What follows belongs to an exercise in optimizing a design on an open flow for small area and a short achievable clock period; a production flow would make more cautious choices. At most, simulation tests tie the RTL to the original design; equivalence was not proved. No activity file was given, so power comes from the tool's default toggle rates.

==> 05-10: inputs <==
==> flow/design.v (excerpt) <==
module lab1(clear, sign, bcd_out, overflow, c, a, b, f, w, clk);
==> flow/config.mk <==
export PLATFORM = sky130hd
export DESIGN_NAME = lab1
export DESIGN_NICKNAME = lab1
export VERILOG_FILES = /design/flow/design.v
export SDC_FILE = /design/flow/constraint.sdc
export NUM_CORES = 4
export LEC_CHECK = 0
export ABC_AREA = 1
export CAP_MARGIN = 20
export CORE_MARGIN = 2
export CORE_UTILIZATION = 30
export SLEW_MARGIN = 20
==> flow/constraint.sdc <==
create_clock -name core_clock -period 15.0 [get_ports {clk}]
set_input_delay 3.0000 -clock core_clock [delete_from_list [all_inputs] [get_ports {clk}]]
set_output_delay 3.0000 -clock core_clock [all_outputs]
set_load 0.01 [all_outputs]
standard.sh (not shown) runs the stock make flow with config.mk's settings and CLKGATE_MAP_FILE= SYNTH_SCRIPT=/design/flow/synth_recipe.tcl, a recipe that flattens the netlist after the stock synthesis.
==> flow/flow/run.sh <==
#!/bin/bash
# The standard layout (the standard.sh), with two changes:
# - the port buffers that ORFS inserts at global placement use sky130_fd_sc_hd__buf_2
#   instead of the default pick (clkdlybuf4s50_1, a slow delay cell);
# - no adder map file, so Yosys's extract_fa step is skipped and ABC maps the adder
#   logic with the other gates (extract_fa wraps its full adders in inverters).
#   The registers are the same as the standard synthesis's.
set -euo pipefail
export BUFFER_PORTS_ARGS="-buffer_cell sky130_fd_sc_hd__buf_2"
export ADDER_MAP_FILE=
bash standard.sh > standard_flow.log 2>&1
==> 12-12: changes against 05-10 <==
==> flow/flow/run.sh (replaced) <==
#!/bin/bash
# The standard layout (the standard.sh, unchanged synthesis), with two changes:
# - the port buffers that ORFS inserts at global placement use sky130_fd_sc_hd__buf_2
#   instead of the default pick (clkdlybuf4s50_1, a slow delay cell);
# - repair_timing aims for 8 ns of setup slack instead of 0, so that it keeps sizing
#   and buffering the paths that set the achieved period.
set -euo pipefail
export BUFFER_PORTS_ARGS="-buffer_cell sky130_fd_sc_hd__buf_2"
export SETUP_SLACK_MARGIN=8
bash standard.sh > standard_flow.log 2>&1
==> 02-24: changes against 05-10 <==
==> flow/flow/run.sh (replaced) <==
#!/bin/bash
# The standard layout (the standard.sh, unchanged synthesis), with two changes:
# - the port buffers that ORFS inserts at global placement use sky130_fd_sc_hd__buf_2
#   instead of the default pick (clkdlybuf4s50_1, a slow delay cell);
# - repair_timing aims for 8 ns of setup slack instead of 0, so that it keeps sizing
#   and buffering the paths that set the achieved period.
set -euo pipefail
export BUFFER_PORTS_ARGS="-buffer_cell sky130_fd_sc_hd__buf_2"
export SETUP_SLACK_MARGIN=8
bash standard.sh > standard_flow.log 2>&1
Settings changed: TNS_END_PERCENT from default to 0.
==> summary.log <==
qor: placement.detailedPlacementHpwl 10.09 mm
qor: cells_and_area.multi_input_comb_area 3685 um^2
qor: power_and_ir_drop.switchingPower 523.3 uW
qor: placement.dpl.cell_count 967
qor: run_status.status timing/DRC/antenna clean
qor: global_routing.wire_length_of_the_first_global_routing_pass 21.79 mm
qor: cells_and_area.stdcell_count 1025
-- figures above: 02-24

==> summary.log <==
qor: run_status.status timing/DRC/antenna clean
qor: yosys.synth-compound-area-share 0.1920
qor: drt.initial_detailed_routing_violation_count 327
qor: clock_tree.ctsHtreeMaxLevel 1
qor: drt.antenna_violating_nets_left 0
qor: placement.dpl.cell_count 1047
qor: cells_and_area.multi_input_comb_area 3426 um^2
qor: critical_path.critical-path-slowest-cell sky130_fd_sc_hd__clkinv_1
qor: power_and_ir_drop.switchingPower 399.0 uW
qor: placement.detailedPlacementHpwl 10.52 mm
qor: global_routing.wire_length_of_the_first_global_routing_pass 21.78 mm
-- figures above: 05-10

==> summary.log <==
qor: placement.detailedPlacementHpwl 10.32 mm
qor: sta.final_critical_path_required_period 7.747 ns
qor: flow_run.maxCapViolations 0
qor: global_routing.wire_length_of_the_first_global_routing_pass 24.76 mm
qor: power_and_ir_drop.switchingPower 681.8 uW
qor: critical_path.critical_path_cell_count 39
qor: placement.dpl.cell_count 967
qor: run_status.status timing/DRC/antenna clean
qor: cells_and_area.nMultiInputCombCells 550
qor: drt.antenna_violating_nets_left 0
qor: cells_and_area.multi_input_comb_area 4114 um^2
qor: cells_and_area.stdcell_count 1078
qor: cells_and_area.largest_register_ffs 12
-- figures above: 12-12

No run of this note included a check of the RTL's function; only the layout flow was run.

==> inputs of wip/garnet <==
Another version of the RTL of lab1 (not shown whole).
clock: 15.0 ns
lec_check: 0
abc_area: 1
cap_margin: 20
core_margin: 2
core_utilization: 30
slew_margin: 20
run.sh (not shown) runs the stock make flow with config.mk's settings and CLKGATE_MAP_FILE= SYNTH_SCRIPT=/design/flow/synth_recipe.tcl, a recipe that flattens the netlist after the stock synthesis.
Stock flow here: none of the scripts above is used.
==> wip/maple: changes against wip/garnet <==
--- a/flow/config.mk
+++ b/flow/config.mk
@@ -6,5 +6,4 @@
 export NUM_CORES = 4
 export LEC_CHECK = 0
-export ABC_AREA = 1
 export CAP_MARGIN = 20
 export CORE_MARGIN = 2
==> wip/onyx: changes against wip/garnet <==
==> flow/flow/run.sh (new file) <==
#!/bin/bash
# The standard layout (the standard.sh, unchanged synthesis), with one change:
# the port buffers that ORFS inserts at global placement use sky130_fd_sc_hd__buf_2
# instead of the cell buffer_ports picks by default (clkdlybuf4s50_1, a slow delay cell).
set -euo pipefail
export BUFFER_PORTS_ARGS="-buffer_cell sky130_fd_sc_hd__buf_2"
bash standard.sh > standard_flow.log 2>&1
==> flow/standard.sh (new file) <==
#!/bin/bash
# synth_recipe.tcl (not shown) runs the flow's synth.tcl, then flattens the netlist and writes it again
# the make line also repeats each setting of config.mk as NAME=value (left out here)
make -C /OpenROAD-flow-scripts/flow DESIGN_CONFIG=/design/flow/config.mk WORK_HOME=/design/flow/orfs CLKGATE_MAP_FILE= SYNTH_SCRIPT=/design/flow/synth_recipe.tcl "${@:-finish}"
removed: flow/run.sh
==> wip/umber: changes against wip/garnet <==
==> flow/flow/run.sh (new file) <==
#!/bin/bash
# The standard layout (the standard.sh), with two changes:
# - the port buffers that ORFS inserts at global placement use sky130_fd_sc_hd__buf_2
#   instead of the default pick (clkdlybuf4s50_1, a slow delay cell);
# - no adder map file, so Yosys's extract_fa step is skipped and ABC maps the adder
#   logic with the other gates (extract_fa wraps its full adders in inverters).
#   The registers are the same as the standard synthesis's.
set -euo pipefail
export BUFFER_PORTS_ARGS="-buffer_cell sky130_fd_sc_hd__buf_2"
export ADDER_MAP_FILE=
bash standard.sh > standard_flow.log 2>&1
==> flow/standard.sh (new file) <==
#!/bin/bash
# synth_recipe.tcl (not shown) runs the flow's synth.tcl, then flattens the netlist and writes it again
# the make line also repeats each setting of config.mk as NAME=value (left out here)
make -C /OpenROAD-flow-scripts/flow DESIGN_CONFIG=/design/flow/config.mk WORK_HOME=/design/flow/orfs CLKGATE_MAP_FILE= SYNTH_SCRIPT=/design/flow/synth_recipe.tcl "${@:-finish}"
removed: flow/run.sh
==> run summary <==
status complete, no violations; crit path from f[0]; Repair and plain buffers 57; minimum clock period 8080 ps; Slew @ Worst Pin 601 ps; PwrDens 141 nW/um^2; multi-input combinational area share 0.720
(the above is from wip/umber)
==> run summary <==
status complete, no violations; PwrDens 156 nW/um^2; combinational family with the most area after synthesis simple AND/OR/NAND/NOR gates; CTS tree yes; minimum clock period 8210 ps; Repair and plain buffers 57; slowest cell delay on critical path 750 ps; Sw Ratio 0.591; cell taking the most area after synthesis nand2_1; multi-input combinational area share 0.706; Slew @ Worst Pin 677 ps; first-pass GRT wire length 19.5 mm; Int Power 309 uW; crit path from c[11]
(the above is from wip/onyx)
==> run summary <==
crit path from c[1]; PwrDens 176 nW/um^2; multi-input logic area 4670 sq um; most frequent cells in the layout 76 x nor2_1, 69 x nand2_1, 67 x inv_1, 56 x clkdlybuf4s50_1; status complete, no violations; multi-input combinational area share 0.762; Slew @ Worst Pin 961 ps; Post-Synth Adder-Cell Area 0.164; Slew Viols, Final 0; GRT Resource Usage Total 0.167
(the above is from wip/maple)
==> run summary <==
status complete, no violations; H-tree depth 1; Repair and plain buffers 57; Slew @ Worst Pin 657 ps; cell taking the most area after synthesis nand2_1; PwrDens 159 nW/um^2; GRT Resource Usage Total 0.146; minimum clock period 9160 ps
(the above is from wip/garnet)

[separate check: timing with driven ports]
The results above use ideal ports. As a check the final layouts listed here were re-extracted and re-timed, cells and wires unchanged.
Step 1 (the two cells are an assumption about what drives the block):
set clk [get_ports {clk}]
set_driving_cell -lib_cell sky130_fd_sc_hd__clkbuf_16 $clk
set_driving_cell -lib_cell sky130_fd_sc_hd__buf_2 [delete_from_list [all_inputs] $clk]
Step 2 times the ports against the registers' clock, not the clock port: input delays grow and output delays shrink by t, the midpoint of the rising clock arrivals with the driver on.
Three values: ideal ports, drivers, drivers and shift; two values: the first two.
| run | shift t [ns] | setup WS [ns] | clock arrival spread, ns | cell pins on the clock port's net |
|---|---|---|---|---|
| 05-10 | 0.267 | 6.828 / 6.781 / 6.781 | 0.000 / 0.000 | 1 |
| 12-12 | 0.263 | 7.253 / 7.234 / 6.971 | 0.003 / 0.002 | 1 |
| 02-24 | 0.266 | 7.144 / 7.120 / 6.864 | 0.000 / 0.001 | 1 |
| wip/garnet | 0.274 | 5.839 / 5.801 / 5.801 | 0.000 / 0.001 | 1 |
| wip/maple | 0.271 | 4.826 / 4.792 / 5.062 | 0.001 / 0.001 | 1 |
| wip/onyx | 0.266 | 6.788 / 6.756 / 6.826 | 0.002 / 0.002 | 1 |
| wip/umber | 0.271 | 6.916 / 6.870 / 6.870 | 0.001 / 0.001 | 1 |
After both steps every run listed still meets setup and hold. The setup slack of 12-12, which loses most, moves by -0.019 ns with the drivers and by -0.282 ns with both steps.
